Background: an optimization exercise with open tools, aiming at small area. Do not read the settings as production practice.
RTL that was checked went through simulation tests only; none was proved equivalent to the original.
No functional check of the RTL was part of run 2.
In every run shown here, the design's own scripts or RTL, not TritonCTS, make the clock network.
No driver is modelled on the clock port, so clock power and skew are understated where the tree is cut down; a real chip needs a root buffer or a tree.
Power figures rest on the tool's default switching activity, not on a simulated workload.

`flow/flow/run.sh`:
```
#!/bin/bash
# ORFS layout via the standard.sh, with: several area-oriented ABC scripts (the smallest kept) and no adder
# extraction in synthesis (registers untouched), the smallest buffer on each port,
# and three clock buffers in place of ORFS's clock tree (flow/cts_pre.tcl).
set -euo pipefail
W=$(pwd)
export FLOW_WORK=$W
export PRE_CTS_TCL=$W/flow/cts_pre.tcl
bash standard.sh \
  SYNTH_SCRIPT=$W/flow/synth.tcl \
  BUFFER_PORTS_ARGS="-buffer_cell sky130_fd_sc_hd__buf_1" \
  finish > standard_flow.log 2>&1
```
`flow/flow/area4.abc`:
```
strash
balance
rewrite
refactor
balance
rewrite
rewrite -z
balance
refactor -z
rewrite -z
balance
balance
rewrite
refactor
balance
rewrite
rewrite -z
balance
refactor -z
rewrite -z
balance
dch -f
amap -F 100 -A 100 -C 1000
```
`flow/flow/area3.abc`:
```
strash
balance
rewrite
refactor
balance
rewrite
rewrite -z
balance
refactor -z
rewrite -z
balance
balance
rewrite
refactor
balance
rewrite
rewrite -z
balance
refactor -z
rewrite -z
balance
&get -n
&deepsyn -T 30 -S 2
&put
dch -f
amap -F 100 -A 100 -C 1000
```
`flow/flow/clkbuf.tcl`:
```
# Drive the clock sinks through K buffers of type CB, one per group of sinks, each group
# a band of sinks sorted by x (K-means-free, simple and deterministic).
proc manual_clock_buffers {cb k} {
  set block [ord::get_db_block]
  set net [$block findNet clk]
  set sinks {}
  foreach it [$net getITerms] {
    set b [[$it getInst] getBBox]
    lappend sinks [list [expr {([$b xMin] + [$b xMax]) / 2}] [expr {([$b yMin] + [$b yMax]) / 2}] [$it getInst] [[$it getMTerm] getName]]
  }
  set sinks [lsort -integer -index 0 $sinks]
  set n [llength $sinks]
  for {set g 0} {$g < $k} {incr g} {
    set lo [expr {$g * $n / $k}]; set hi [expr {($g + 1) * $n / $k - 1}]
    set grp [lrange $sinks $lo $hi]
    set sx 0; set sy 0; set pins {}
    foreach s $grp {
      set sx [expr {$sx + [lindex $s 0]}]; set sy [expr {$sy + [lindex $s 1]}]
      lappend pins [get_pins "[[lindex $s 2] getName]/[lindex $s 3]"]
    }
    set x [expr {$sx / [llength $grp] / 1000.0}]; set y [expr {$sy / [llength $grp] / 1000.0}]
    insert_buffer -buffer_cell $cb -net clk -load_pins $pins -location [list $x $y] -buffer_name clkbuf_$g -net_name clknet_$g
  }
}
```
`flow/constraint.sdc`:
```
create_clock -name core_clock -period 60.0 [get_ports {clk}]
set_input_delay 12.0000 -clock core_clock [delete_from_list [all_inputs] [get_ports {clk}]]
set_output_delay 12.0000 -clock core_clock [all_outputs]
set_load 0.01 [all_outputs]
```
`flow/flow/area6.abc`:
```
strash
&get -n
&deepsyn -T 30
&put
dch -f
amap -F 100 -A 100 -C 1000
```
`flow/flow/area1.abc`:
```
strash
balance
rewrite
refactor
balance
rewrite
rewrite -z
balance
refactor -z
rewrite -z
balance
balance
rewrite
refactor
balance
rewrite
rewrite -z
balance
refactor -z
rewrite -z
balance
&get -n
&deepsyn -T 30
&put
dch -f
amap -F 100 -A 100 -C 1000
```
`flow/config.mk`:
```
export PLATFORM = sky130hd
export DESIGN_NAME = parking_meter
export DESIGN_NICKNAME = parking_meter
export VERILOG_FILES = /design/flow/design.v
export SDC_FILE = /design/flow/constraint.sdc
export NUM_CORES = 4
export LEC_CHECK = 0
export CAP_MARGIN = 20
export CORE_AREA = 2.3 2.72 57.5 57.12
export DIE_AREA = 0 0 59.88 59.88
export SLEW_MARGIN = 20
```
`flow/flow/synth.tcl`:
```
# The standard synthesis (synth_recipe.tcl, sourced below) with two changes:
# no half/full-adder extraction, and technology mapping by several area-oriented ABC
# scripts (flow/area*.abc), keeping the smallest result. Registers are untouched.
proc extract_fa {args} { }
proc abc_area_of {lib} {
  set f $::env(FLOW_WORK)/abc_stat.txt
  yosys tee -q -o $f stat -liberty $lib
  set fh [open $f]; set txt [read $fh]; close $fh
  if {[regexp {Chip area for module '[^']*': ([0-9.]+)} $txt -> a]} { return $a }
  return 1e12
}
proc abc {args} {
  set j [lsearch -exact $args -D]
  if { $j >= 0 } { set args [lreplace $args $j [expr {$j + 1}]] }
  set i [lsearch -exact $args -script]
  yosys design -save flow_pre_abc
  set best 1e12
  foreach s [lsort [glob $::env(FLOW_WORK)/flow/area*.abc]] {
    yosys design -load flow_pre_abc
    lset args [expr {$i + 1}] $s
    yosys abc {*}$args
    set a [abc_area_of [lindex $args [expr {[lsearch -exact $args -liberty] + 1}]]]
    puts "flow: ABC script [file tail $s] gives area $a"
    if { $a < $best } { set best $a; yosys design -save flow_best_abc }
  }
  yosys design -load flow_best_abc
  puts "flow: kept area $best"
}
source $::env(FLOW_WORK)/synth_recipe.tcl
```
`flow/flow/area2.abc`:
```
strash
balance
rewrite
refactor
balance
rewrite
rewrite -z
balance
refactor -z
rewrite -z
balance
balance
rewrite
refactor
balance
rewrite
rewrite -z
balance
refactor -z
rewrite -z
balance
&get -n
&deepsyn -T 30 -S 1
&put
dch -f
amap -F 100 -A 100 -C 1000
```
`flow/flow/cts_pre.tcl`:
```
# Runs before ORFS's CTS step: replace its clock tree with a few clock buffers that
# each drive one band of the registers straight from the clock port.
source $::env(FLOW_WORK)/flow/clkbuf.tcl
proc clock_tree_synthesis {args} {
  manual_clock_buffers sky130_fd_sc_hd__clkbuf_8 3
  set_propagated_clock [all_clocks]
}
```
`flow/flow/area5.abc`:
```
strash
balance
rewrite
refactor
balance
rewrite
rewrite -z
balance
refactor -z
rewrite -z
balance
balance
rewrite
refactor
balance
rewrite
rewrite -z
balance
refactor -z
rewrite -z
balance
dch -f
amap
```
`flow/design.v`:
```
module parking_meter(clk, rst, rst1, rst2, add1, add2, add3, add4, led_seg, a1, a2, a3, a4, val1, val2, val3, val4);
    input clk, rst, rst1, rst2, add1, add2, add3, add4;
    output [6:0] led_seg;
    output a1, a2, a3, a4;
    output [3:0] val1, val2, val3, val4;
    reg [3:0] st;
    wire isadd = st[3];
    wire run   = st[2];
    wire pre   = ~st[3] & st[1];
    wire zst   = ~st[3] & ~st[2] & ~st[1];      
    wire idle  = zst & ~st[0];
    wire expd  = zst & st[0];
    wire tick, zero;
    wire [3:0] d3, d2, d1, d0;
    wire anyadd = add1 | add2 | add3 | add4;
    wire [1:0] k = add1 ? 2'd0 : add2 ? 2'd1 : add3 ? 2'd2 : 2'd3;
    always @(posedge clk) begin
        if (rst) st <= 4'b0000;
        else if (rst1) st <= 4'b0010;
        else if (rst2) st <= 4'b0011;
        else if (anyadd && !isadd) st <= {2'b10, k};
        else if (isadd || pre || (run && !zero)) st <= 4'b0100;
        else if (run) st <= 4'b0001;
        else st <= 4'b0000;
    end
    pm_tick u_tick(.clk(clk), .rst(rst), .load1(pre), .load0(idle), .tick(tick));
    pm_secs u_secs(.clk(clk), .tick(tick), .zst(zst), .pre(pre), .p150(st[0]), .isadd(isadd), .k(st[1:0]),
                   .d3(d3), .d2(d2), .d1(d1), .d0(d0), .zero(zero));
    pm_disp u_disp(.clk(clk), .rst(rst), .expd(expd), .zero(zero), .d3(d3), .d2(d2), .d1(d1), .d0(d0),
                   .led_seg(led_seg), .a1(a1), .a2(a2), .a3(a3), .a4(a4));
    assign val1 = d3;
    assign val2 = d2;
    assign val3 = d1;
    assign val4 = d0;
endmodule
module pm_tick(input clk, input rst, input load1, input load0, output tick);
    reg [6:0] cnt;
    assign tick = (cnt == 7'b1001011);
    always @(posedge clk) begin
        if (tick || load1) cnt <= 7'b0000000;
        else if (load0) cnt <= 7'b1000000;
        else cnt <= {cnt[5:0], ~(cnt[6] ^ cnt[5])};
    end
endmodule
module pm_secs(input clk, input tick, input zst, input pre, input p150, input isadd, input [1:0] k,
               output reg [3:0] d3, output reg [3:0] d2, output reg [3:0] d1, output reg [3:0] d0,
               output zero);
    assign zero = ({d3, d2, d1, d0} == 16'd0);
    reg [3:0] k2, k1;
    always @(*) begin
        case (k)
            2'd0: begin k2 = 4'd0; k1 = 4'd6; end
            2'd1: begin k2 = 4'd1; k1 = 4'd2; end
            2'd2: begin k2 = 4'd1; k1 = 4'd8; end
            default: begin k2 = 4'd3; k1 = 4'd0; end
        endcase
        if (!isadd) begin k2 = 4'd0; k1 = 4'd0; end
    end
    wire [4:0] t1 = d1 + k1;
    wire c1 = t1 > 5'd9;
    wire [3:0] s1 = c1 ? t1 - 5'd10 : t1[3:0];
    wire [4:0] t2 = d2 + k2 + c1;
    wire c2 = t2 > 5'd9;
    wire [3:0] s2 = c2 ? t2 - 5'd10 : t2[3:0];
    wire c3 = c2 && d3 == 4'd9;
    wire [3:0] s3 = c2 ? d3 + 4'd1 : d3;
    wire [15:0] x = pre ? (p150 ? 16'h0150 : 16'h0016) : {s3, s2, s1, d0};
    wire b0 = tick && x[3:0] == 4'd0;
    wire b1 = b0 && x[7:4] == 4'd0;
    wire b2 = b1 && x[11:8] == 4'd0;
    wire [3:0] y0 = !tick ? x[3:0] : (x[3:0] == 4'd0 ? 4'd9 : x[3:0] - 4'd1);
    wire [3:0] y1 = !b0 ? x[7:4] : (x[7:4] == 4'd0 ? 4'd9 : x[7:4] - 4'd1);
    wire [3:0] y2 = !b1 ? x[11:8] : (x[11:8] == 4'd0 ? 4'd9 : x[11:8] - 4'd1);
    wire [3:0] y3 = !b2 ? x[15:12] : x[15:12] - 4'd1;
    always @(posedge clk) begin
        if (zst) {d3, d2, d1, d0} <= 16'd0;
        else if (c3) {d3, d2, d1, d0} <= 16'h9999;
        else {d3, d2, d1, d0} <= {y3, y2, y1, y0};
    end
endmodule
module pm_disp(input clk, input rst, input expd, input zero, input [3:0] d3, input [3:0] d2,
               input [3:0] d1, input [3:0] d0, output [6:0] led_seg, output a1, output a2,
               output a3, output a4);
    reg [5:0] fc;
    reg fclk;
    wire fwrap = (fc == 6'b001001);
    always @(posedge clk) begin
        if (rst || expd || fwrap) fc <= 6'd0;
        else fc <= {fc[4:0], ~(fc[5] ^ fc[4])};
        if (rst) fclk <= 1'b1;
        else if (fwrap) fclk <= ~fclk;
    end
    wire lt180 = (d3 == 4'd0) && ((d2 == 4'd0) || (d2 == 4'd1 && !d1[3]));
    wire nblank = zero ? !fclk : (lt180 && d0[0]);
    reg [1:0] ap;                  
    reg first;                     
    reg blank;
    reg [3:0] dig;                 
    wire [1:0] ap_n = first ? 2'd0 : ap + 2'd1;
    wire [3:0] seld = ap_n[1] ? (ap_n[0] ? d0 : d1) : (ap_n[0] ? d2 : d3);
    always @(posedge clk) begin
        ap <= ap_n;
        first <= rst;
        blank <= nblank;
        if (!nblank) dig <= seld;
    end
    assign a1 = blank | (ap != 2'd0);
    assign a2 = blank | (ap != 2'd1);
    assign a3 = blank | (ap != 2'd2);
    assign a4 = blank | (ap != 2'd3);
    assign led_seg[0] = (~dig[1] & ~dig[2] & ~dig[3]) | (dig[0] & dig[1] & dig[2]);
    assign led_seg[1] = (dig[0] & ~dig[2] & ~dig[3]) | (dig[1] & ~dig[2]) | (dig[0] & dig[1]);
    assign led_seg[2] = dig[0] | (~dig[1] & dig[2]);
    assign led_seg[3] = (dig[0] & ~dig[1] & ~dig[2] & ~dig[3]) | (~dig[0] & ~dig[1] & dig[2]) | (dig[0] & dig[1] & dig[2]);
    assign led_seg[4] = ~dig[0] & dig[1] & ~dig[2];
    assign led_seg[5] = (dig[0] & ~dig[1] & dig[2]) | (~dig[0] & dig[1] & dig[2]);
    assign led_seg[6] = (dig[0] & ~dig[1] & ~dig[2] & ~dig[3]) | (~dig[0] & ~dig[1] & dig[2]);
endmodule
```
`flow/standard.sh`:
```
#!/bin/bash
# synth_recipe.tcl (not shown) runs the flow's synth.tcl, then flattens the netlist and writes it again
# the make line also repeats each setting of config.mk as NAME=value (left out here)
make -C /OpenROAD-flow-scripts/flow DESIGN_CONFIG=/design/flow/config.mk WORK_HOME=/design/flow/orfs CLKGATE_MAP_FILE= SYNTH_SCRIPT=/design/flow/synth_recipe.tcl "${@:-finish}"
```
==> results.toml, run 1 <==
[outcome]
run_status = "finished clean"

[global_route]
antenna_found_initial = 0
grt_start_max_net_pins = 15
grt_pass1_vias = 1739
overflow_after_grt = 0
grt_first_pass_wirelength_um = 7200
grt_use_total_pct = 25.3

[sta]
timing.final.setup_violations = 0
setup_total_negative_slack_ns = 0
skew_ns = 0.0112
endpoints_failing_hold = 0
finalMaxSlewViolations = 0
fmax_mhz = 75.8
grt_setup_unrepaired = "no"
post-route-period-util_pct = 22.0
worst_slew_margin_rel_pct = 51.7
period_minus_slack_ns = 13.20
tightestPinTransition_ns = 0.716

[layout]
layout.cells.non_filler = 343
multi_input_comb_area_um2 = 1010
register_area_um2 = 881
layout.filler_cells = 263
proportion_of_layout_cells_with_a_drive_suffix_above_1_pct = 1.61
layout.nets = 320
insertedDiodeCount = 0
area_delta_synth_final_pct = 11.0

[worst_setup_path]
critical_path.endpoint = "led_seg[3]"
worst_reg_to_reg_setup_slack_ns = 55.78
capturing_point_of_the_worst_reg2reg_path = "u_secs.d0[1]"
critical-path-top-delay-family = "flip-flops"
timing.critical_path.fanout_max = 5
slowest_delay_ns = 0.36
critPathArrivalTime_ns = 1.20
setup.worst_path.class = "register to output port"
critical_path.cell_chain = "clkinv_1, nor3_1, a21oi_1, o21ai_0, buf_1"
cp-end-kind = "output port"
slowest_stage = "edfxtp_1"
crit_path_start_kind = "register"
timing.rr.start = "st[0]"
r2r.worst_path.cells = 16
critPathRequiredTime_ns = 48.00
critical_path.n_buffers_inverters = 2
crit_start = "u_disp.dig[0]"
timing.critical_path.depth = 5

[run]
cap_viol_max_count = 0

[yosys]
synth.largest_area_cell = "dfxtp_1"
synth.yosys.seq_area_share_pct = 43.5
yosys-top-cells-count = "nor2_1 (50), dfxtp_1 (38), clkinv_1 (36), nand2_1 (21), a21oi_1 (18)"
synth_nets = 280
synth_top_area_share_pct = 37.6
post_synth.cell_area_avg_um2 = 7.44
ys_dominant_reg_cell = "dfxtp_1"
syn_area_um2 = 2020
yosysWarningCount = 4
postSynthCellCount = 272
yosysUniqueCellTypes = 33
synthMostInstantiatedCell = "nor2_1"
synth_seq_cells = 42
number_of_synthesized_flops_with_an_enable_pin = 4
yosys-top-cells-area = "dfxtp_1 (38%), nor2_1 (9.3%), clkinv_1 (6.7%), edfxtp_1 (5.9%), o22ai_1 (4.6%)"
ffs_w_async_s_r_synth_pct = 0

[hold_path]
timing.hold.worst.start = "u_tick.cnt[3]"
worstHoldPathType = "register to register"

[pwr]
power_leakage_nw = 0.790
worst_ir_drop_on_vdd_uv = 21.7
cellPowerDensity_nw_per_um2 = 22.7

[clocking]
cts_repair_resize_count = 0
cts_hold_repair.buffers = 0
path_clk_slew_ns = 0.09
insertion_delay_ns = 0.15
post_cts.repair.setup_buffers = 0

[route]
initialDrtViolationCount = 88
firstDrtPassIters = 6
wl_um = 4490
drc_errors_left = 0
postRouteAntennaNets = 0
avgViaCountPerCell = 5.89
post_drt_wl_per_cell_um = 13.1
detailroute.via_count = 2019

[placed_design]
numPortBuffers = 34
dpl.hpwl_um = 3480
place_congestion = 0.888
dp_cells = 340

[floorplan]
fp.dieW_um = 59.9
placeable_area_um2 = 3000
num_rows = 20
start_util_pct = 67.4
die-height_um = 59.9
top_level_ports = 35
design.die.area_um2 = 3590
==> kinds of logic after synthesis <==
family	synth area share, %
flops	43.5
simple gates	26.3
compound gates	23.1
buf+inv	6.67
xor+xnor	0.433
==> how the worst min path moves through the flow <==
| stage | endpoint | slack [ns] | cells after the start |
|---|---|---|---|
| after floorplan | u_tick.cnt[4] | 0.40 | 2 |
| after global placement | u_tick.cnt[4] | 0.42 | 2 |
| after detailed placement | u_tick.cnt[4] | 0.43 | 2 |
| after CTS | u_tick.cnt[4] | 0.45 | 2 |
| after global routing | u_tick.cnt[4] | 0.47 | 2 |
| final | u_tick.cnt[4] | 0.45 | 2 |
==> layer usage <==
layer / part of all wire [%] / vias to the layer above / global-route usage, %
met5: 0 / - / 0
met4: 1.0 / 0 / 3.17
li1: - / 1046 / -
met2: 51 / 57 / 47.7
met1: 43 / 912 / 31.6
met3: 4.7 / 4 / 2.60
==> cell type report, clock buffers not listed <==
type | count | share of cell area [%]
inverters | 36 | 6.01
well taps | 33 | 1.84
flip-flops and latches | 42 | 39.2
repair buffers | 35 | 6.01
multi-input cells | 194 | 45.1
==> layout by cell type, fill, tap and decap left out, drive strengths merged, types with 2 or more instances in the layout <==
cell type and instances:
nand4 4, a31oi 6, nand3 2, and2 2
a211oi 2, o211ai 4, clkbuf 3, nor3 16
nand2 21, o31ai 2, or3 5, nor2 50
nor4 4, buf 35, dfxtp 38, nor2b 9
a221oi 2, clkinv 36, o21ai 16, edfxtp 4
o21a 4, o22ai 15, a21oi 18
==> worst register-to-register path, stage by stage, from the launching register on <==
cell and delay (ns):
dfxtp_1 0.41, clkinv_1 0.18, o21ai_0 0.25, nor2_1 0.06, a31oi_1 0.25, nor2_1 0.12, o31ai_1 0.44, o22ai_1 0.19
a21oi_1 0.30, o21bai_1 0.18, nand3_1 0.15, nand2_1 0.12, nand2_1 0.11, nor4_1 0.53, clkinv_1 0.37, nand2_1 0.36
nor2_1 0.09
==> power by group <==
| part | switching (mW) | total [mW] | internal, mW | leakage [nW] |
|---|---|---|---|---|
| clock network | 0.00680 | 0.0114 | 0.00460 | 0.0216 |
| logic | 0.00539 | 0.00851 | 0.00312 | 0.411 |
| registers | 0.00142 | 0.0312 | 0.0297 | 0.357 |
| total | 0.0136 | 0.0511 | 0.0375 | 0.790 |
==> registers in the layout, indices dropped and copies added, names as in the netlist <==
register / cells
u_tick.cnt: 7
st: 4
u_secs.d0: 4
u_disp.blank: 1
u_secs.d2: 4
u_disp.ap: 2
u_disp.first: 1
u_secs.d3: 4
u_disp.dig: 4
u_secs.d1: 4
u_disp.fc: 6
u_disp.fclk: 1
==> through the flow <==
step | power (mW) | cell area (µm²) | hold slack (ns) | setup slack [ns] | utilization, %
global route | 0.0536 | 2250 | 0.472 | 46.59 | 74.8
finish | 0.0511 | 2250 | 0.446 | 46.80 | 74.8
floorplan | 0.0375 | 2020 | 0.404 | 46.91 | -
detailed placement | 0.0402 | 2200 | 0.431 | 46.65 | 73.3
global placement | 0.0399 | 2200 | 0.418 | 46.70 | 73.3
CTS | 0.0512 | 2240 | 0.447 | 46.78 | 74.7
==> inputs of run 2 (changes only) <==
--- a/flow/design.v
+++ b/flow/design.v
@@ -58,21 +58,18 @@
     end
-    wire [4:0] t1 = d1 + k1;
-    wire c1 = t1 > 5'd9;
-    wire [3:0] s1 = c1 ? t1 - 5'd10 : t1[3:0];
-    wire [4:0] t2 = d2 + k2 + c1;
-    wire c2 = t2 > 5'd9;
-    wire [3:0] s2 = c2 ? t2 - 5'd10 : t2[3:0];
-    wire c3 = c2 && d3 == 4'd9;
-    wire [3:0] s3 = c2 ? d3 + 4'd1 : d3;
-    wire [15:0] x = pre ? (p150 ? 16'h0150 : 16'h0016) : {s3, s2, s1, d0};
-    wire b0 = tick && x[3:0] == 4'd0;
-    wire b1 = b0 && x[7:4] == 4'd0;
-    wire b2 = b1 && x[11:8] == 4'd0;
-    wire [3:0] y0 = !tick ? x[3:0] : (x[3:0] == 4'd0 ? 4'd9 : x[3:0] - 4'd1);
-    wire [3:0] y1 = !b0 ? x[7:4] : (x[7:4] == 4'd0 ? 4'd9 : x[7:4] - 4'd1);
-    wire [3:0] y2 = !b1 ? x[11:8] : (x[11:8] == 4'd0 ? 4'd9 : x[11:8] - 4'd1);
-    wire [3:0] y3 = !b2 ? x[15:12] : x[15:12] - 4'd1;
+    wire bw0 = tick && d0 == 4'd0;
+    wire [3:0] y0 = bw0 ? 4'd9 : d0 - {3'd0, tick};
+    wire signed [5:0] r1 = $signed({2'b0, d1}) + $signed({2'b0, k1}) - $signed({5'b0, bw0});
+    wire cy1 = r1 > 6'sd9;
+    wire bw1 = r1 < 6'sd0;
+    wire [3:0] y1 = cy1 ? r1[3:0] - 4'd10 : bw1 ? r1[3:0] + 4'd10 : r1[3:0];
+    wire signed [5:0] r2 = $signed({2'b0, d2}) + $signed({2'b0, k2}) + $signed({5'b0, cy1}) - $signed({5'b0, bw1});
+    wire cy2 = r2 > 6'sd9;
+    wire bw2 = r2 < 6'sd0;
+    wire [3:0] y2 = cy2 ? r2[3:0] - 4'd10 : bw2 ? r2[3:0] + 4'd10 : r2[3:0];
+    wire cy3 = cy2 && d3 == 4'd9;
+    wire [3:0] y3 = cy2 ? d3 + 4'd1 : bw2 ? d3 - 4'd1 : d3;
     always @(posedge clk) begin
         if (zst) {d3, d2, d1, d0} <= 16'd0;
-        else if (c3) {d3, d2, d1, d0} <= 16'h9999;
+        else if (pre) {d3, d2, d1, d0} <= p150 ? (tick ? 16'h0149 : 16'h0150) : (tick ? 16'h0015 : 16'h0016);
+        else if (cy3) {d3, d2, d1, d0} <= 16'h9999;
         else {d3, d2, d1, d0} <= {y3, y2, y1, y0};
==> run 2 against run 1 <==
  * Still clean on timing, DRC and antenna
  * Global-route usage down 0.37 points
  * Critical path depth down 1
  * Worst hold slack worse by 0.016 ns
  * First-iteration DRC count up 1.1%
  * Wire length down 2.5%
  * Critical path type unchanged
  * Critical endpoint is now led_seg[6]
==> results.toml, run 2 <==
[layout]
register_area_um2 = 881
multi_input_comb_area_um2 = 950
layout.nets = 305
layout_commonest_cell = "nor2_1"
proportion_of_layout_cells_with_a_drive_suffix_above_1_pct = 1.36
largest-register = "u_tick.cnt"
fin_util_pct = 73.2
top_regs = "u_tick.cnt (7), u_disp.fc (6)"
largest_register_ffs = 7
layout.filler_cells = 260
area_delta_synth_final_pct = 11.0
insertedDiodeCount = 0
layout_common_cells = "nor2_1 (46), clkinv_1 (40), dfxtp_1 (38)"
layout.cell_area.non_filler_um2 = 2200

[global_route]
global_route.peak_usage_layer = "met2"
overflow_after_grt = 0
met3_layer_usage_reported_by_global_route_pct = 2.60
met1_usage_pct = 31.4
grt_start_max_net_pins = 15
grt_pass1_vias = 1656
grt_first_pass_wirelength_um = 7020
antenna_found_initial = 0
grt_use_total_pct = 24.9
global_route_track_usage_on_met2_pct = 45.2

[placed_design]
placed_area_um2 = 2160
dpl_worst_slack_ns = 46.67
place_congestion = 0.960
dpl.hpwl_um = 3460
numPortBuffers = 34

[floorplan]
die-height_um = 59.9
fp.dieW_um = 59.9
num_rows = 20
design.die.area_um2 = 3590
placeable_area_um2 = 3000
start_util_pct = 66.0
top_level_ports = 35

[pwr]
cellPowerDensity_nw_per_um2 = 24.3
worst_ir_drop_on_vdd_uv = 29.5
totalPowerFinal_uw = 53.4
power_leakage_nw = 0.750

[sta]
postLayoutSetupSlackWorst_ns = 46.50
tightestPinTransition_ns = 0.562
post-route-period-util_pct = 22.5
finalMaxSlewViolations = 0
skew_ns = 0.0162
grt_setup_unrepaired = "no"
period_minus_slack_ns = 13.50
timing.final.setup_violations = 0
fmax_mhz = 74.1
setup_total_negative_slack_ns = 0
worst_slew_margin_rel_pct = 62.2
endpoints_failing_hold = 0

[yosys]
synth.largest_area_cell = "dfxtp_1"
ffs_w_async_s_r_synth_pct = 0
combinational_family_with_the_most_area_after_synthesis = "simple AND/OR/NAND/NOR gates"
post_synth.cell_area_avg_um2 = 7.71
yosys-top-cells-area = "dfxtp_1 (38%), nor2_1 (8.7%), clkinv_1 (7.6%), edfxtp_1 (6.1%), o21ai_0 (4.3%)"
ys_dominant_reg_cell = "dfxtp_1"
yosys-mux-area-fraction_pct = 0
postSynthCellCount = 257
synthMostInstantiatedCell = "nor2_1"
yosysWarningCount = 4
synth.yosys.seq_area_share_pct = 44.5
yosys.area_share.simple_pct = 24.4
synth_compound_gate_area_share_pct = 23.5
synth_nets = 265
syn_area_um2 = 1980
number_of_synthesized_flops_with_an_enable_pin = 4
yosys-top-cells-count = "nor2_1 (46), clkinv_1 (40), dfxtp_1 (38), o21ai_0 (17)"
synth_top_area_share_pct = 38.4
post_synth_xor_area_fraction_pct = 0
synth_seq_cells = 42
yosys.area_share.adder_pct = 0
yosysUniqueCellTypes = 32

[run]
cap_viol_max_count = 0

[worst_setup_path]
timing.critical_path.fanout_max = 6
worst_reg_to_reg_setup_slack_ns = 54.61
timing.rr.start = "u_tick.cnt[6]"
setup.worst_path.class = "register to output port"
cp-end-kind = "output port"
crit_start = "u_disp.dig[2]"
critPathRequiredTime_ns = 48.00
crit_path_start_kind = "register"
critPathArrivalTime_ns = 1.50

[route]
drc_errors_left = 0
detailroute.via_count = 1918
wl_um = 4370
firstDrtPassIters = 5
postRouteAntennaNets = 0
initialDrtViolationCount = 89
post_drt_wl_per_cell_um = 13.3
avgViaCountPerCell = 5.85

[hold_path]
worstHoldPathType = "register to register"
timing.hold.worst.start = "u_tick.cnt[0]"

[clocking]
post_cts.repair.setup_buffers = 0
cts_repair_resize_count = 0
cts_hold_repair.buffers = 0
insertion_delay_ns = 0.15
path_clk_slew_ns = 0.09

[outcome]
run_status = "finished clean"
run 2: cell count changes after synthesis, sizes merged, moves of 5 or more:
| cell | delta |
|---|---|
| nand2 | -9 |
| a211oi | +5 |
| a31oi | -5 |
| o221ai | +5 |
| o22ai | -5 |
| or3 | +5 |
run 2: worst max-delay path, stage by stage, from the launching register on:
cell	delay, ns
edfxtp_1	0.47
or3_1	0.41
o21ai_0	0.18
nor2b_1	0.15
buf_1	0.15
run 2: cells by family (layout without fill, tap and decap cells):
kind of cell / count (synthesis) / in the layout
AOI/OAI and AO/OA: 71 / 71
buffers and inverters: 40 / 78
DFF: 42 / 42
and+or+nand+nor: 104 / 104
run 2: stage by stage:
stage,std cells,hold slack [ns]
2_1_floorplan,257,0.403
3_3_place_gp,325,0.416
3_5_place_dp,325,0.419
4_1_cts,328,0.433
5_1_grt,328,0.452
6_report,328,0.430
run 2: routing by layer:
metal	routed length [µm]	vias up	part of all wire [%]
li1	-	1003	-
met4	118	0	2.7
met2	2100	57	48
met1	1950	844	45
met5	0	-	0
met3	200	14	4.6
run 2: layout make-up, clock buffers not listed:
class	instances	area share (%)
tap	33	1.88
multi-input combinational	175	43.2
timing repair buffer	35	6.15
inverter	40	6.83
sequential	42	40.1
run 2: path summary, 6_finish.rpt:
check / to / cells past startpoint
hold / removal: u_tick.cnt[1] / 2
hold reg to reg: u_tick.cnt[1] / 2
setup reg to reg: u_secs.d0[2] / 29
setup / recovery: led_seg[6] / 4
run 2: where the power goes:
| group | internal, mW | switching [mW] | leakage (nW) | total, mW |
|---|---|---|---|---|
| clock network | 0.00461 | 0.00691 | 0.0216 | 0.0115 |
| logic | 0.00395 | 0.00679 | 0.371 | 0.0107 |
| registers | 0.0296 | 0.00147 | 0.357 | 0.0311 |
| total | 0.0382 | 0.0152 | 0.750 | 0.0534 |
==> inputs of run 3 (changes only) <==
--- a/flow/design.v
+++ b/flow/design.v
@@ -60,9 +60,9 @@
     wire [3:0] y0 = bw0 ? 4'd9 : d0 - {3'd0, tick};
-    wire signed [5:0] r1 = $signed({2'b0, d1}) + $signed({2'b0, k1}) - $signed({5'b0, bw0});
-    wire cy1 = r1 > 6'sd9;
-    wire bw1 = r1 < 6'sd0;
+    wire [5:0] r1 = {2'b0, d1} + {2'b0, k1} - {5'b0, bw0};    
+    wire bw1 = r1[5];
+    wire cy1 = !r1[5] && r1 > 6'd9;
     wire [3:0] y1 = cy1 ? r1[3:0] - 4'd10 : bw1 ? r1[3:0] + 4'd10 : r1[3:0];
-    wire signed [5:0] r2 = $signed({2'b0, d2}) + $signed({2'b0, k2}) + $signed({5'b0, cy1}) - $signed({5'b0, bw1});
-    wire cy2 = r2 > 6'sd9;
-    wire bw2 = r2 < 6'sd0;
+    wire [5:0] r2 = {2'b0, d2} + {2'b0, k2} + {5'b0, cy1} - {5'b0, bw1};    
+    wire bw2 = r2[5];
+    wire cy2 = !r2[5] && r2 > 6'd9;
     wire [3:0] y2 = cy2 ? r2[3:0] - 4'd10 : bw2 ? r2[3:0] + 4'd10 : r2[3:0];
==> flow/flow/area0.abc (new file) <==
strash
balance
rewrite
refactor
balance
rewrite
rewrite -z
balance
refactor -z
rewrite -z
balance
balance
rewrite
refactor
balance
rewrite
rewrite -z
balance
refactor -z
rewrite -z
balance
&get -n
&deepsyn -T 30 -S 0
&put
dch -f
amap -F 100 -A 100 -C 1000
--- a/flow/flow/area1.abc
+++ b/flow/flow/area1.abc
@@ -22,3 +22,3 @@
 &get -n
-&deepsyn -T 30
+&deepsyn -T 30 -S 1
 &put
--- a/flow/flow/area2.abc
+++ b/flow/flow/area2.abc
@@ -22,3 +22,3 @@
 &get -n
-&deepsyn -T 30 -S 1
+&deepsyn -T 30 -S 2
 &put
--- a/flow/flow/area3.abc
+++ b/flow/flow/area3.abc
@@ -22,3 +22,3 @@
 &get -n
-&deepsyn -T 30 -S 2
+&deepsyn -T 30 -S 3
 &put
--- a/flow/flow/area4.abc
+++ b/flow/flow/area4.abc
@@ -21,2 +21,5 @@
 balance
+&get -n
+&deepsyn -T 30 -S 4
+&put
 dch -f
--- a/flow/flow/area5.abc
+++ b/flow/flow/area5.abc
@@ -21,3 +21,6 @@
 balance
+&get -n
+&deepsyn -T 30 -S 5
+&put
 dch -f
-amap
+amap -F 100 -A 100 -C 1000
==> flow/flow/area6.abc (replaced) <==
strash
balance
rewrite
refactor
balance
rewrite
rewrite -z
balance
refactor -z
rewrite -z
balance
balance
rewrite
refactor
balance
rewrite
rewrite -z
balance
refactor -z
rewrite -z
balance
&get -n
&deepsyn -T 30
&put
dch -f
amap
==> flow/flow/area7.abc (new file) <==
strash
&get -n
&deepsyn -T 30
&put
dch -f
amap -F 100 -A 100 -C 1000
==> run 3 against run 2 <==
  * Sequential share of layout area down 0.068 points
  * Maximum frequency down 0.51%
  * Core utilization up 0.12 points
  * Worst setup slack worse by 0.069 ns
  * Register-to-register slack better by 0.06 ns
  * Clock power about the same
  * Largest power group unchanged
  * Cell count up 1.2%
  * First-iteration DRC count up 53%
  * Final area up 0.17%
  * Clock skew down 0.0031 ns
==> results.toml, run 3 <==
[clocking]
post_cts.repair.setup_buffers = 0
insertion_delay_ns = 0.15
cts_repair_resize_count = 0
path_clk_slew_ns = 0.09
cts_hold_repair.buffers = 0

[sta]
skew_ns = 0.0131
postLayoutSetupSlackWorst_ns = 46.43
timing.final.setup_violations = 0
post-route-period-util_pct = 22.6
grt_setup_unrepaired = "no"
setup_total_negative_slack_ns = 0
tightestPinTransition_ns = 0.753
worst_slew_margin_rel_pct = 49.8
fmax_mhz = 73.7
period_minus_slack_ns = 13.57
endpoints_failing_hold = 0
finalMaxSlewViolations = 0

[layout]
layout_commonest_cell = "nor2_1"
layout.cells.non_filler = 332
area_delta_synth_final_pct = 11.0
top_regs = "u_tick.cnt (7), u_disp.fc (6)"
layout.filler_cells = 256
layout.cell_area.non_filler_um2 = 2200
layout_common_cells = "nor2_1 (50), clkinv_1 (43), dfxtp_1 (38)"
largest_register_ffs = 7
proportion_of_layout_cells_with_a_drive_suffix_above_1_pct = 1.34
largest-register = "u_tick.cnt"
insertedDiodeCount = 0
layout.nets = 309

[worst_setup_path]
capturing_point_of_the_worst_reg2reg_path = "u_secs.d0[1]"
r2r.worst_path.cells = 25
critPathArrivalTime_ns = 1.57
timing.rr.start = "u_tick.cnt[6]"
setup.worst_path.class = "register to output port"
critPathRequiredTime_ns = 48.00
crit_path_start_kind = "register"
worst_reg_to_reg_setup_slack_ns = 54.67
cp-end-kind = "output port"
timing.critical_path.fanout_max = 5

[route]
firstDrtPassIters = 7
initialDrtViolationCount = 136
avgViaCountPerCell = 5.94
detailroute.via_count = 1971
postRouteAntennaNets = 0
drc_errors_left = 0
post_drt_wl_per_cell_um = 13.5
wl_um = 4490

[pwr]
cellPowerDensity_nw_per_um2 = 23.1
power_leakage_nw = 0.772
power_frac_comb_pct = 16.8
p_sw_share_pct = 26.7
worst_ir_drop_on_vdd_uv = 19.8
internal_power_uw = 37.3
p_seq_share_pct = 60.5
total_switching_power_uw = 13.6
clkPwrFrac_pct = 22.7

[floorplan]
die-height_um = 59.9
placeable_area_um2 = 3000
design.die.area_um2 = 3590
num_rows = 20
top_level_ports = 35
start_util_pct = 66.1
fp.dieW_um = 59.9

[hold_path]
min_delay_worst_endpoint = "u_tick.cnt[5]"
worstHoldPathType = "register to register"
worstHoldPathCells = 2
timing.hold.worst.start = "u_tick.cnt[4]"

[global_route]
antenna_found_initial = 0
grt_start_max_net_pins = 15
grt_first_pass_wirelength_um = 7530
overflow_after_grt = 0
grt_pass1_vias = 1696
grt_use_total_pct = 26.5

[yosys]
synth_compound_gate_area_share_pct = 23.5
yosys-top-cells-count = "nor2_1 (50), clkinv_1 (43), dfxtp_1 (38), o21ai_0 (19), nand2_1 (16)"
combinational_family_with_the_most_area_after_synthesis = "simple AND/OR/NAND/NOR gates"
yosys.area_share.simple_pct = 24.0
ys_dominant_reg_cell = "dfxtp_1"
post_synth_xor_area_fraction_pct = 0
ffs_w_async_s_r_synth_pct = 0
post_synth.cell_area_avg_um2 = 7.60
yosysUniqueCellTypes = 29
yosys-top-cells-area = "dfxtp_1 (38%), nor2_1 (9.5%), clkinv_1 (8.1%), edfxtp_1 (6.1%), o21ai_0 (4.8%)"
synth_top_area_share_pct = 38.3
yosysWarningCount = 4
synth.yosys.seq_area_share_pct = 44.4
yosys.area_share.adder_pct = 0
synth_nets = 269
synth_seq_cells = 42
syn_area_um2 = 1980
number_of_synthesized_flops_with_an_enable_pin = 4
postSynthCellCount = 261
yosys-mux-area-fraction_pct = 0
synth.largest_area_cell = "dfxtp_1"
synthMostInstantiatedCell = "nor2_1"

[placed_design]
dpl_worst_slack_ns = 46.61
dp_cells = 329
place_congestion = 0.873
placed_area_um2 = 2160
dpl.hpwl_um = 3570
numPortBuffers = 34

[outcome]
run_status = "finished clean"

[run]
cap_viol_max_count = 0
-- run 3: power by group through the flow --
stage / clock, mW / sequential, mW / combinational [mW]
final: 0.0115 / 0.0308 / 0.00854
after floorplan: 0 / 0.0313 / 0.00600
after CTS: 0.0116 / 0.0308 / 0.00847
after global placement: 0 / 0.0313 / 0.00823
after global routing: 0.0127 / 0.0310 / 0.00969
after detailed placement: 0 / 0.0314 / 0.00844
-- run 3: kinds of logic after synthesis --
logic type | count (synthesis)
AO/OA/AOI/OAI | 71
flip-flops | 42
buffers and inverters | 43
AND/OR/NAND/NOR | 105
-- run 3: worst max-delay path, cell delays in order (launching register included) --
cell and delay [ns]:
edfxtp_1 0.40, clkinv_1 0.15, or3_1 0.34, o21ai_0 0.20
nor2b_1 0.17, buf_1 0.16
-- run 3: final cells by class, clock buffers not listed --
cell class / instances / area [µm²] / area share [%]
Inverter: 43 / 161 / 7.33
Multi-Input combinational cell: 176 / 942 / 42.8
Sequential cell: 42 / 881 / 40.0
Tap cell: 33 / 41.3 / 1.88
Timing Repair Buffer: 35 / 135 / 6.14
-- run 3: how the worst max path moves through the flow --
stage | from | endpoint | slack (ns) | cells past startpoint
floorplan | u_disp.dig[2] | led_seg[6] | 46.58 | 3
global placement | u_disp.dig[2] | led_seg[6] | 46.68 | 4
detailed placement | u_disp.dig[0] | led_seg[6] | 46.61 | 5
CTS | u_disp.dig[0] | led_seg[6] | 46.43 | 5
global route | u_disp.dig[0] | led_seg[6] | 46.29 | 5
finish | u_disp.dig[0] | led_seg[6] | 46.43 | 5
-- run 3: routing by layer --
metal  vias up  track usage, %  part of all wire, %
met2        75            45.8                   48
met4         0            3.17                  1.0
met5         -               0                    0
li1       1000               -                    -
met3         7            1.73                  7.8
met1       889            37.3                   43
-- run 3: metrics by stage --
step                      power [mW]  utilization [%]  hold WS (ns)
after CTS                     0.0508             73.3         0.429
after floorplan               0.0373                -         0.403
after global placement        0.0396             72.0         0.410
after global routing          0.0534             73.3         0.441
final                         0.0509             73.3         0.427
after detailed placement      0.0399             72.0         0.417
==> inputs of run 4 (changes only) <==
--- a/flow/flow/run.sh
+++ b/flow/flow/run.sh
@@ -3,3 +3,3 @@
 # extraction in synthesis (registers untouched), the smallest buffer on each port,
-# and three clock buffers in place of ORFS's clock tree (flow/cts_pre.tcl).
+# and four clock buffers in place of ORFS's clock tree (flow/cts_pre.tcl).
 set -euo pipefail
==> flow/flow/areas6.abc (new file) <==
strash
balance
rewrite
refactor
balance
rewrite
rewrite -z
balance
refactor -z
rewrite -z
balance
balance
rewrite
refactor
balance
rewrite
rewrite -z
balance
refactor -z
rewrite -z
balance
&get -n
&deepsyn -T 30 -S 6
&put
dch -f
amap -F 100 -A 100 -C 1000
==> flow/flow/areas7.abc (new file) <==
strash
balance
rewrite
refactor
balance
rewrite
rewrite -z
balance
refactor -z
rewrite -z
balance
balance
rewrite
refactor
balance
rewrite
rewrite -z
balance
refactor -z
rewrite -z
balance
&get -n
&deepsyn -T 30 -S 7
&put
dch -f
amap -F 100 -A 100 -C 1000
==> flow/flow/areas8.abc (new file) <==
strash
balance
rewrite
refactor
balance
rewrite
rewrite -z
balance
refactor -z
rewrite -z
balance
balance
rewrite
refactor
balance
rewrite
rewrite -z
balance
refactor -z
rewrite -z
balance
&get -n
&deepsyn -T 30 -S 8
&put
dch -f
amap -F 100 -A 100 -C 1000
==> flow/flow/areas9.abc (new file) <==
strash
balance
rewrite
refactor
balance
rewrite
rewrite -z
balance
refactor -z
rewrite -z
balance
balance
rewrite
refactor
balance
rewrite
rewrite -z
balance
refactor -z
rewrite -z
balance
&get -n
&deepsyn -T 30 -S 9
&put
dch -f
amap -F 100 -A 100 -C 1000
==> flow/flow/clkbuf.tcl (replaced) <==
# Drive the clock sinks through buffers of type cb: the sinks split into nx bands by x,
# each band into ny groups by y, one buffer per group at the group's centre.
proc manual_clock_buffers {cb nx ny} {
  set block [ord::get_db_block]
  set net [$block findNet clk]
  set sinks {}
  foreach it [$net getITerms] {
    set b [[$it getInst] getBBox]
    lappend sinks [list [expr {([$b xMin] + [$b xMax]) / 2}] [expr {([$b yMin] + [$b yMax]) / 2}] [$it getInst] [[$it getMTerm] getName]]
  }
  set sinks [lsort -integer -index 0 $sinks]
  set n [llength $sinks]
  set g 0
  for {set i 0} {$i < $nx} {incr i} {
    set band [lsort -integer -index 1 [lrange $sinks [expr {$i * $n / $nx}] [expr {($i + 1) * $n / $nx - 1}]]]
    set m [llength $band]
    for {set j 0} {$j < $ny} {incr j} {
      set grp [lrange $band [expr {$j * $m / $ny}] [expr {($j + 1) * $m / $ny - 1}]]
      set sx 0; set sy 0; set pins {}
      foreach s $grp {
        set sx [expr {$sx + [lindex $s 0]}]; set sy [expr {$sy + [lindex $s 1]}]
        lappend pins [get_pins "[[lindex $s 2] getName]/[lindex $s 3]"]
      }
      set x [expr {$sx / [llength $grp] / 1000.0}]; set y [expr {$sy / [llength $grp] / 1000.0}]
      insert_buffer -buffer_cell $cb -net clk -load_pins $pins -location [list $x $y] -buffer_name clkbuf_$g -net_name clknet_$g
      incr g
    }
  }
}
==> flow/flow/cts_pre.tcl (replaced) <==
# Runs before ORFS's CTS step: replace its clock tree with four clock buffers, each
# driving one quadrant of the registers straight from the clock port.
source $::env(FLOW_WORK)/flow/clkbuf.tcl
proc clock_tree_synthesis {args} {
  manual_clock_buffers sky130_fd_sc_hd__clkbuf_4 2 2
  set_propagated_clock [all_clocks]
}
==> run 4 against run 3 <==
  * Still clean
  * Via count fell by 0.56%
  * Global-route usage fell by 0.81 points
  * Worst setup slack improved by 0.00090 ns
  * Synthesized area did not move
  * Worst hold slack improved by 0.0027 ns
  * Clock skew rose by 0.0011 ns
  * Largest cell class unchanged
==> results.toml, run 4 <==
[outcome]
run_status = "finished clean"

[sta]
fmax_mhz = 73.7
post-route-period-util_pct = 22.6
finalMaxSlewViolations = 0
setup_total_negative_slack_ns = 0
endpoints_failing_hold = 0
timing.final.setup_violations = 0
tightestPinTransition_ns = 0.677
skew_ns = 0.0142
period_minus_slack_ns = 13.57
grt_setup_unrepaired = "no"
worst_slew_margin_rel_pct = 54.5

[clocking]
post_cts.repair.setup_buffers = 0
path_clk_slew_ns = 0.11
insertion_delay_ns = 0.17
cts_repair_resize_count = 0
cts_hold_repair.buffers = 0

[pwr]
p_sw_share_pct = 28.5
power_leakage_nw = 0.747
total_switching_power_uw = 14.5
p_seq_share_pct = 61.3
cellPowerDensity_nw_per_um2 = 23.3
power_frac_comb_pct = 18.9
worst_ir_drop_on_vdd_uv = 17.7
internal_power_uw = 36.4
clkPwrFrac_pct = 19.8

[global_route]
overflow_after_grt = 0
grt_start_max_net_pins = 12
grt_first_pass_wirelength_um = 7280
grt_pass1_vias = 1664
grt_use_total_pct = 25.7
antenna_found_initial = 0

[floorplan]
design.die.area_um2 = 3590
start_util_pct = 66.1
num_rows = 20
fp.dieW_um = 59.9
die-height_um = 59.9
placeable_area_um2 = 3000
top_level_ports = 35

[route]
initialDrtViolationCount = 90
post_drt_wl_per_cell_um = 13.4
wl_um = 4440
avgViaCountPerCell = 5.90
detailroute.via_count = 1960
drc_errors_left = 0
postRouteAntennaNets = 0
firstDrtPassIters = 4

[run]
cap_viol_max_count = 0

[yosys]
ys_dominant_reg_cell = "dfxtp_1"
syn_area_um2 = 1980
yosysUniqueCellTypes = 28
number_of_synthesized_flops_with_an_enable_pin = 4
yosysWarningCount = 4
synth_seq_cells = 42
synthMostInstantiatedCell = "nor2_1"
synth_nets = 269
synth_top_area_share_pct = 38.3
yosys-top-cells-area = "dfxtp_1 (38%), nor2_1 (8.9%), clkinv_1 (7.6%), edfxtp_1 (6.1%), o21ai_0 (5.8%)"
ffs_w_async_s_r_synth_pct = 0
synth.yosys.seq_area_share_pct = 44.4
synth.largest_area_cell = "dfxtp_1"
yosys-top-cells-count = "nor2_1 (47), clkinv_1 (40), dfxtp_1 (38), o21ai_0 (23)"
post_synth.cell_area_avg_um2 = 7.60
postSynthCellCount = 261

[worst_setup_path]
slowest_delay_ns = 0.48
crit_path_start_kind = "register"
critPathRequiredTime_ns = 48.00
timing.critical_path.fanout_max = 7
critical_path.cell_chain = "or3_1, o21ai_0, nor2b_1, buf_1"
critical-path-top-delay-family = "simple AND/OR/NAND/NOR gates"
worst_reg_to_reg_setup_slack_ns = 54.95
capturing_point_of_the_worst_reg2reg_path = "u_secs.d2[0]"
r2r.worst_path.cells = 26
setup.worst_path.class = "register to output port"
crit_start = "u_disp.dig[2]"
critical_path.n_buffers_inverters = 1
cp-end-kind = "output port"
slowest_stage = "edfxtp_1"
critical_path.endpoint = "led_seg[6]"
critPathArrivalTime_ns = 1.57
timing.rr.start = "u_tick.cnt[0]"
timing.critical_path.depth = 4

[placed_design]
numPortBuffers = 34
placed_area_um2 = 2150
place_congestion = 0.889
dpl.hpwl_um = 3530

[layout]
proportion_of_layout_cells_with_a_drive_suffix_above_1_pct = 1.34
layout.filler_cells = 257
largest_register_ffs = 7
largest-register = "u_tick.cnt"
fin_util_pct = 72.7
layout_common_cells = "nor2_1 (47), clkinv_1 (40), dfxtp_1 (38)"
top_regs = "u_tick.cnt (7), u_disp.fc (6)"
multi_input_comb_area_um2 = 953
register_area_um2 = 881
layout_commonest_cell = "nor2_1"
layout.nets = 309
insertedDiodeCount = 0
layout.cell_area.non_filler_um2 = 2180
area_delta_synth_final_pct = 10.0

[hold_path]
worstHoldPathType = "register to register"
worstHoldPathCells = 2
## run 4: changes by cell type after synthesis, sizes merged, moves of 3 or more
cell    before  now
a21oi       11   14
a211oi      10    7
nor2        50   47
a22oi        5    2
clkinv      43   40
o21ai       19   23
## run 4: cells by family (layout without fill, tap and decap cells)
kind of cell,after synthesis,in the layout,share of synthesized area (%)
and+or+nand+nor,106,106,24.7
AOI/OAI and AO/OA,73,73,23.4
DFF,42,42,44.4
buffers and inverters,40,78,7.57
## run 4: cell type report, clock buffers not listed
class | count | share of cell area [%]
sequential | 42 | 40.3
tap | 33 | 1.89
inverter | 40 | 6.88
timing repair buffer | 34 | 5.85
multi-input combinational | 179 | 43.7
## run 4: stage by stage
stage | hold slack (ns) | cells | setup slack, ns | total power, mW
2_1_floorplan | 0.403 | 261 | 46.58 | 0.0384
3_3_place_gp | 0.409 | 328 | 46.68 | 0.0411
3_5_place_dp | 0.415 | 328 | 46.63 | 0.0413
4_1_cts | 0.437 | 332 | 46.42 | 0.0509
5_1_grt | 0.450 | 332 | 46.24 | 0.0537
6_report | 0.430 | 332 | 46.43 | 0.0509
## run 4: how the worst min path moves through the flow
stage                   from             to
2_1_floorplan  u_tick.cnt[4]  u_tick.cnt[5]
3_3_place_gp   u_tick.cnt[4]  u_tick.cnt[5]
3_5_place_dp   u_tick.cnt[0]  u_tick.cnt[1]
4_1_cts        u_tick.cnt[1]  u_tick.cnt[2]
5_1_grt        u_tick.cnt[1]  u_tick.cnt[2]
6_report       u_tick.cnt[1]  u_tick.cnt[2]
## run 4: power by group through the flow
stage | clock (mW) | sequential, mW | combinational, mW
4_1_cts | 0.0102 | 0.0312 | 0.00957
3_3_place_gp | 0 | 0.0318 | 0.00930
5_1_grt | 0.0113 | 0.0314 | 0.0109
3_5_place_dp | 0 | 0.0318 | 0.00952
2_1_floorplan | 0 | 0.0316 | 0.00680
6_report | 0.0101 | 0.0312 | 0.00962
## run 4: per-layer routing
metal	vias up	part of all wire [%]	routed length (µm)	global-route usage, %
met5	-	0	0	0
met4	0	1.7	74	3.49
met3	10	5.8	258	3.25
met2	60	46	2060	43.6
met1	883	46	2050	35.7
li1	1007	-	-	-
## run 4: worst min-delay path, cell delays in order (launching register included)
cell and delay, ns:
dfxtp_1 0.31, clkinv_1 0.05, nor2_1 0.04
==> inputs of run 5 (changes only) <==
--- a/flow/design.v
+++ b/flow/design.v
@@ -5,10 +5,9 @@
     output [3:0] val1, val2, val3, val4;
-    reg [3:0] st;
-    wire isadd = st[3];
-    wire run   = st[2];
-    wire pre   = ~st[3] & st[1];
-    wire zst   = ~st[3] & ~st[2] & ~st[1];      
-    wire idle  = zst & ~st[0];
-    wire expd  = zst & st[0];
-    wire tick, zero;
+    reg [2:0] st;
+    wire isadd = st[2];
+    wire pre   = ~st[2] & st[1];
+    wire run   = ~st[2] & ~st[1] & st[0];
+    wire idle  = ~st[2] & ~st[1] & ~st[0];
+    wire tick, zero, cnt0;
+    wire expd = run & zero & cnt0;
     wire [3:0] d3, d2, d1, d0;
@@ -17,12 +16,11 @@
     always @(posedge clk) begin
-        if (rst) st <= 4'b0000;
-        else if (rst1) st <= 4'b0010;
-        else if (rst2) st <= 4'b0011;
-        else if (anyadd && !isadd) st <= {2'b10, k};
-        else if (isadd || pre || (run && !zero)) st <= 4'b0100;
-        else if (run) st <= 4'b0001;
-        else st <= 4'b0000;
+        if (rst) st <= 3'b000;
+        else if (rst1) st <= 3'b010;
+        else if (rst2) st <= 3'b011;
+        else if (anyadd && !isadd) st <= {1'b1, k};
+        else if (isadd || pre || (run && !expd)) st <= 3'b001;
+        else st <= 3'b000;
     end
-    pm_tick u_tick(.clk(clk), .rst(rst), .load1(pre), .load0(idle), .tick(tick));
-    pm_secs u_secs(.clk(clk), .tick(tick), .zst(zst), .pre(pre), .p150(st[0]), .isadd(isadd), .k(st[1:0]),
+    pm_tick u_tick(.clk(clk), .rst(rst), .load1(pre), .load0(idle), .tick(tick), .cnt0(cnt0));
+    pm_secs u_secs(.clk(clk), .rst(rst), .tick(tick), .pre(pre), .p150(st[0]), .isadd(isadd), .k(st[1:0]),
                    .d3(d3), .d2(d2), .d1(d1), .d0(d0), .zero(zero));
@@ -35,5 +33,6 @@
 endmodule
-module pm_tick(input clk, input rst, input load1, input load0, output tick);
+module pm_tick(input clk, input rst, input load1, input load0, output tick, output cnt0);
     reg [6:0] cnt;
     assign tick = (cnt == 7'b1001011);
+    assign cnt0 = cnt[0];
     always @(posedge clk) begin
@@ -44,3 +43,3 @@
 endmodule
-module pm_secs(input clk, input tick, input zst, input pre, input p150, input isadd, input [1:0] k,
+module pm_secs(input clk, input rst, input tick, input pre, input p150, input isadd, input [1:0] k,
                output reg [3:0] d3, output reg [3:0] d2, output reg [3:0] d1, output reg [3:0] d0,
@@ -71,3 +70,3 @@
     always @(posedge clk) begin
-        if (zst) {d3, d2, d1, d0} <= 16'd0;
+        if (rst) {d3, d2, d1, d0} <= 16'd0;    
         else if (pre) {d3, d2, d1, d0} <= p150 ? (tick ? 16'h0149 : 16'h0150) : (tick ? 16'h0015 : 16'h0016);
==> run 5 against run 4 <==
  * Power increased by 5.5%
  * Synthesized area decreased by 1.8%
  * Sequential power increased by 1%
==> results.toml, run 5 <==
[layout]
insertedDiodeCount = 0
layout_common_cells = "nor2_1 (43), clkinv_1 (39), dfxtp_1 (37)"
largest-register = "u_tick.cnt"
area_delta_synth_final_pct = 10.2
layout.filler_cells = 259
layout.nets = 298
top_regs = "u_tick.cnt (7), u_disp.fc (6)"
layout_commonest_cell = "nor2_1"
layout.cells.non_filler = 321
largest_register_ffs = 7
proportion_of_layout_cells_with_a_drive_suffix_above_1_pct = 1.39
layout.cell_area.non_filler_um2 = 2150
fin_util_pct = 71.5

[placed_design]
place_congestion = 0.886
placed_area_um2 = 2120
dpl_worst_slack_ns = 46.77
dpl.hpwl_um = 3310
dp_cells = 317
numPortBuffers = 34

[sta]
period_minus_slack_ns = 13.45
timing.final.setup_violations = 0
endpoints_failing_hold = 0
holdWs_ns = 0.440
post-route-period-util_pct = 22.4
grt_setup_unrepaired = "no"
setup_total_negative_slack_ns = 0
finalMaxSlewViolations = 0
skew_ns = 0.0227
tightestPinTransition_ns = 0.991
fmax_mhz = 74.3
worst_slew_margin_rel_pct = 33.1
postLayoutSetupSlackWorst_ns = 46.55

[route]
wl_um = 4330
firstDrtPassIters = 4
avgViaCountPerCell = 6.06
initialDrtViolationCount = 88
detailroute.via_count = 1946
post_drt_wl_per_cell_um = 13.5
drc_errors_left = 0
postRouteAntennaNets = 0

[worst_setup_path]
critPathArrivalTime_ns = 1.45
critPathRequiredTime_ns = 48.00
setup.worst_path.class = "register to output port"
worst_reg_to_reg_setup_slack_ns = 54.38
cp-end-kind = "output port"
timing.rr.start = "u_tick.cnt[6]"
crit_path_start_kind = "register"
crit_start = "u_disp.dig[1]"
timing.critical_path.fanout_max = 6

[clocking]
cts_repair_resize_count = 0
path_clk_slew_ns = 0.11
cts_hold_repair.buffers = 0
post_cts.repair.setup_buffers = 0
insertion_delay_ns = 0.18

[pwr]
internal_power_uw = 37.0
power_frac_comb_pct = 22.3
totalPowerFinal_uw = 53.7
clkPwrFrac_pct = 18.8
power_leakage_nw = 0.740
worst_ir_drop_on_vdd_uv = 19.1
total_switching_power_uw = 16.8
p_sw_share_pct = 31.2
p_seq_share_pct = 58.9
cellPowerDensity_nw_per_um2 = 25.0

[yosys]
synth.largest_area_cell = "dfxtp_1"
yosysUniqueCellTypes = 31
synthMostInstantiatedCell = "nor2_1"
postSynthCellCount = 250
ffs_w_async_s_r_synth_pct = 0
number_of_synthesized_flops_with_an_enable_pin = 4
syn_area_um2 = 1950
synth_seq_cells = 41
synth_nets = 258
ys_dominant_reg_cell = "dfxtp_1"
post_synth.cell_area_avg_um2 = 7.79
synth.yosys.seq_area_share_pct = 44.2
yosys-top-cells-area = "dfxtp_1 (38%), nor2_1 (8.3%), clkinv_1 (7.5%), edfxtp_1 (6.2%), o21ai_0 (4.6%)"
synth_top_area_share_pct = 38.0
yosysWarningCount = 4
yosys-top-cells-count = "nor2_1 (43), clkinv_1 (39), dfxtp_1 (37), o21ai_0 (18)"

[floorplan]
design.die.area_um2 = 3590
die-height_um = 59.9
num_rows = 20
placeable_area_um2 = 3000
fp.dieW_um = 59.9
start_util_pct = 64.9
top_level_ports = 35

[hold_path]
worstHoldPathType = "register to register"
timing.hold.worst.start = "u_tick.cnt[2]"

[global_route]
grt_pass1_vias = 1573
grt_first_pass_wirelength_um = 6930
grt_start_max_net_pins = 12
overflow_after_grt = 0
grt_use_total_pct = 24.4
antenna_found_initial = 0

[run]
cap_viol_max_count = 0

[outcome]
run_status = "finished clean"
## run 5: cell count changes in the layout (fill, tap and decap cells not counted), sizes merged, moves of 3 or more
cell    before  now
a31oi        0    3
nand2       14   11
nand4        2    6
nor2        47   43
nor2b       10    6
nor3        13    9
o21ai       23   18
o221ai       4    0
## run 5: final timing paths
| kind | end | depth (start not counted) |
|---|---|---|
| setup / recovery | led_seg[1] | 4 |
| hold / removal | u_tick.cnt[3] | 2 |
| setup reg to reg | u_secs.d1[0] | 26 |
| hold reg to reg | u_tick.cnt[3] | 2 |
## run 5: power by group through the flow
| stage | sequential [mW] | clock [mW] | combinational [mW] |
|---|---|---|---|
| finish | 0.0316 | 0.0101 | 0.0120 |
| global route | 0.0320 | 0.0110 | 0.0137 |
| global placement | 0.0322 | 0 | 0.0117 |
| floorplan | 0.0319 | 0 | 0.00842 |
| detailed placement | 0.0322 | 0 | 0.0118 |
| CTS | 0.0316 | 0.0100 | 0.0119 |
## run 5: cell type report, clock buffers not listed
cell class | count | area, µm² | share of cell area, %
multi-input combinational | 170 | 941 | 43.8
sequential | 41 | 861 | 40.1
inverter | 39 | 146 | 6.82
timing repair buffer | 34 | 128 | 5.94
tap | 33 | 41.3 | 1.92
## run 5: logic make-up (layout without fill, tap and decap cells)
group	after synthesis	in the layout	share of synthesized area [%]
AOI/OAI and AO/OA	74	74	25.0
and+or+nand+nor	96	96	23.3
DFF	41	41	44.2
buffers and inverters	39	77	7.51
## run 5: metal layers
| metal | vias to the layer above | GRT usage [%] | part of all wire [%] |
|---|---|---|---|
| met5 | - | 0 | 0 |
| met4 | 0 | 4.44 | 1.2 |
| met3 | 5 | 1.73 | 5.3 |
| met2 | 61 | 41.9 | 48 |
| met1 | 890 | 34.0 | 45 |
| li1 | 990 | - | - |
## run 5: worst max-delay path, cell delays in order (launching register included)
cell	delay, ns
edfxtp_1	0.49
o32ai_1	0.37
clkinv_1	0.13
o22ai_1	0.12
buf_1	0.17
==> inputs of run 6 (changes only) <==
--- a/flow/design.v
+++ b/flow/design.v
@@ -10,3 +10,4 @@
     wire idle  = ~st[2] & ~st[1] & ~st[0];
-    wire tick, zero, cnt0;
+    wire tick, zero, cnt0, cnt6;
+    wire first = idle & ~cnt6 & ~cnt0;
     wire expd = run & zero & cnt0;
@@ -23,6 +24,6 @@
     end
-    pm_tick u_tick(.clk(clk), .rst(rst), .load1(pre), .load0(idle), .tick(tick), .cnt0(cnt0));
+    pm_tick u_tick(.clk(clk), .rst(rst), .load1(pre), .load0(idle), .tick(tick), .cnt0(cnt0), .cnt6(cnt6));
     pm_secs u_secs(.clk(clk), .rst(rst), .tick(tick), .pre(pre), .p150(st[0]), .isadd(isadd), .k(st[1:0]),
                    .d3(d3), .d2(d2), .d1(d1), .d0(d0), .zero(zero));
-    pm_disp u_disp(.clk(clk), .rst(rst), .expd(expd), .zero(zero), .d3(d3), .d2(d2), .d1(d1), .d0(d0),
+    pm_disp u_disp(.clk(clk), .rst(rst), .first(first), .expd(expd), .zero(zero), .d3(d3), .d2(d2), .d1(d1), .d0(d0),
                    .led_seg(led_seg), .a1(a1), .a2(a2), .a3(a3), .a4(a4));
@@ -33,3 +34,3 @@
 endmodule
-module pm_tick(input clk, input rst, input load1, input load0, output tick, output cnt0);
+module pm_tick(input clk, input rst, input load1, input load0, output tick, output cnt0, output cnt6);
     reg [6:0] cnt;
@@ -37,4 +38,5 @@
     assign cnt0 = cnt[0];
+    assign cnt6 = cnt[6];
     always @(posedge clk) begin
-        if (tick || load1) cnt <= 7'b0000000;
+        if (rst || tick || load1) cnt <= 7'b0000000;
         else if (load0) cnt <= 7'b1000000;
@@ -76,3 +78,3 @@
 endmodule
-module pm_disp(input clk, input rst, input expd, input zero, input [3:0] d3, input [3:0] d2,
+module pm_disp(input clk, input rst, input first, input expd, input zero, input [3:0] d3, input [3:0] d2,
                input [3:0] d1, input [3:0] d0, output [6:0] led_seg, output a1, output a2,
@@ -91,3 +93,2 @@
     reg [1:0] ap;                  
-    reg first;                     
     reg blank;
@@ -98,3 +99,2 @@
         ap <= ap_n;
-        first <= rst;
         blank <= nblank;
==> run 6 against run 5 <==
  * Synthesized area fell by 1.2%
  * Power rose by 39%
  * Clock power fell by 5%
  * Still clean on timing, DRC and antenna
  * Final area fell by 0.70%
  * Global-route usage rose by 1.1 points
  * Cell count rose by 1.2%
  * Register-to-register slack improved by 0.90 ns
==> results.toml, run 6 <==
[outcome]
run_status = "finished clean"

[global_route]
met3_layer_usage_reported_by_global_route_pct = 1.73
global_route.peak_usage_layer = "met2"
grt_first_pass_wirelength_um = 7200
grt_start_max_net_pins = 11
met1_usage_pct = 38.6
grt_use_total_pct = 25.5
grt_pass1_vias = 1652
overflow_after_grt = 0
global_route_track_usage_on_met2_pct = 40.5
antenna_found_initial = 0

[route]
detailroute.via_count = 1892
postRouteAntennaNets = 0
initialDrtViolationCount = 116
firstDrtPassIters = 4
drc_errors_left = 0
avgViaCountPerCell = 5.82
wl_um = 4240
post_drt_wl_per_cell_um = 13.0

[layout]
top_regs = "u_tick.cnt (7), u_disp.fc (6)"
proportion_of_layout_cells_with_a_drive_suffix_above_1_pct = 1.71
layout_commonest_cell = "nor2_1"
insertedDiodeCount = 0
layout.cells.non_filler = 325
largest-register = "u_tick.cnt"
layout_common_cells = "nor2_1 (48), dfxtp_1 (36), clkinv_1 (34), buf_1 (34), o21ai_0 (21)"
layout.cell_area.non_filler_um2 = 2130
area_delta_synth_final_pct = 10.7
fin_util_pct = 71.0
layout.nets = 302
largest_register_ffs = 7

[floorplan]
start_util_pct = 64.1
top_level_ports = 35
design.die.area_um2 = 3590
fp.dieW_um = 59.9
num_rows = 20
placeable_area_um2 = 3000
die-height_um = 59.9

[pwr]
cellPowerDensity_nw_per_um2 = 35.0
totalPowerFinal_uw = 74.6
worst_ir_drop_on_vdd_uv = 28.3
power_leakage_nw = 0.730

[sta]
postLayoutSetupSlackWorst_ns = 46.46
endpoints_failing_hold = 0
tightestPinTransition_ns = 0.778
worst_slew_margin_rel_pct = 47.3
finalMaxSlewViolations = 0
period_minus_slack_ns = 13.54
grt_setup_unrepaired = "no"
setup_total_negative_slack_ns = 0
fmax_mhz = 73.8
post-route-period-util_pct = 22.6
holdWs_ns = 0.439
timing.final.setup_violations = 0
skew_ns = 0.0132

[worst_setup_path]
timing.critical_path.fanout_max = 6
critical_path.cell_chain = "or3_1, o21ai_0, nor2b_1, buf_1"
setup.worst_path.class = "register to output port"
crit_path_start_kind = "register"
slowest_stage = "edfxtp_1"
slowest_delay_ns = 0.46
r2r.worst_path.cells = 22
critPathRequiredTime_ns = 48.00
critPathArrivalTime_ns = 1.54
cp-end-kind = "output port"

[placed_design]
dpl.hpwl_um = 3370
numPortBuffers = 34
dp_cells = 321
dpl_worst_slack_ns = 46.65
place_congestion = 0.876
placed_area_um2 = 2100

[hold_path]
worstHoldPathCells = 2
worstHoldPathType = "register to register"

[yosys]
yosysWarningCount = 4
post_synth.cell_area_avg_um2 = 7.61
synthMostInstantiatedCell = "nor2_1"
synth_seq_cells = 40
ffs_w_async_s_r_synth_pct = 0
yosys-top-cells-area = "dfxtp_1 (37%), nor2_1 (9.4%), clkinv_1 (6.6%), edfxtp_1 (6.2%), o21ai_0 (5.5%)"
yosysUniqueCellTypes = 30
postSynthCellCount = 253
number_of_synthesized_flops_with_an_enable_pin = 4
synth_top_area_share_pct = 37.4
synth.largest_area_cell = "dfxtp_1"
synth.yosys.seq_area_share_pct = 43.7
yosys-top-cells-count = "nor2_1 (48), dfxtp_1 (36), clkinv_1 (34), o21ai_0 (21), a21oi_1 (16)"
syn_area_um2 = 1930
synth_nets = 261
ys_dominant_reg_cell = "dfxtp_1"

[clocking]
cts_hold_repair.buffers = 0
post_cts.repair.setup_buffers = 0
cts_repair_resize_count = 0
insertion_delay_ns = 0.17
path_clk_slew_ns = 0.10

[run]
cap_viol_max_count = 0
-- run 6: cell count changes after synthesis, sizes merged, moves of 4 or more --
cell and delta:
nor2b +6, clkinv -5, nor2 +5, a21oi +4
nand3 +4
-- run 6: kinds of logic (layout without fill, tap and decap cells) --
family	after synthesis	in the layout	synth area share, %
AOI/OAI and AO/OA	72	72	23.7
buffers and inverters	34	73	6.63
DFF	40	40	43.7
and+or+nand+nor	107	107	26.0
-- run 6: worst paths after layout --
path	start	end	slack, ns
worst max-delay path	u_disp.dig[2]	led_seg[6]	46.46
worst min-delay path	u_tick.cnt[3]	u_tick.cnt[4]	0.44
worst max register to register	st[2]	u_secs.d1[1]	55.28
worst min register to register	u_tick.cnt[3]	u_tick.cnt[4]	0.44
-- run 6: layer usage --
layer | up-vias | wire (µm) | part of all wire [%]
li1 | 996 | - | -
met1 | 829 | 2030 | 48
met2 | 63 | 1850 | 44
met3 | 4 | 310 | 7.3
met4 | 0 | 50 | 1.2
met5 | - | 0 | 0
-- run 6: cell type report, clock buffers not listed --
type / instances / area [µm²]
fillers: 271 / 871
well taps: 33 / 41.3
flip-flops and latches: 40 / 841
multi-input cells: 179 / 957
inverters: 34 / 128
repair buffers: 35 / 135
-- run 6: worst max-delay path, delay by kind of cell (launching register included) --
| family | cells | cell delay (ns) |
|---|---|---|
| and+or+nand+nor | 2 | 0.57 |
| DFF | 1 | 0.46 |
| AOI/OAI and AO/OA | 1 | 0.20 |
| buffers and inverters | 1 | 0.16 |
-- run 6: power breakdown --
| part | internal (mW) | switching [mW] |
|---|---|---|
| combinational | 0.0111 | 0.0185 |
| clock | 0.00320 | 0.00640 |
| sequential | 0.0310 | 0.00449 |

-- re-timing with driven ports --
The flow's constraints put no driver on any port. The routed layouts listed below were extracted and timed again, unchanged, in two steps.
Step 1, drivers: a clkbuf_16 drives clk and a buf_2 each remaining input, both assumed.
Step 2 moves the port delays by t, midway between the first and last clock arrival at a register: inputs arrive t later, outputs are due t later. That takes back most of the time a late clock gives input paths.
Slacks: ideal / step 1 / step 2; pairs: ideal / step 1.
run	shift t [ns]	setup slack, ns	hold WS [ns]	clock arrival spread, ns	worst slew at a driven data input, ns
run 1	0.190	46.799 / 46.755 / 46.663	0.446 / 0.446 / 0.446	0.012 / 0.011	0.03
run 2	0.190	46.503 / 46.458 / 46.648	0.430 / 0.430 / 0.430	0.016 / 0.016	0.03
run 3	0.190	46.434 / 46.389 / 46.578	0.427 / 0.427 / 0.427	0.014 / 0.013	0.03
run 4	0.208	46.435 / 46.391 / 46.598	0.430 / 0.430 / 0.430	0.015 / 0.015	0.03
run 5	0.212	46.548 / 46.503 / 46.715	0.440 / 0.440 / 0.440	0.022 / 0.022	0.03
run 6	0.209	46.457 / 46.410 / 46.619	0.439 / 0.439 / 0.439	0.013 / 0.013	0.03
After both steps setup and hold are still met in every run listed. The setup slack of run 1, which loses most, moves by -0.044 ns with the drivers and by -0.136 ns with both steps.
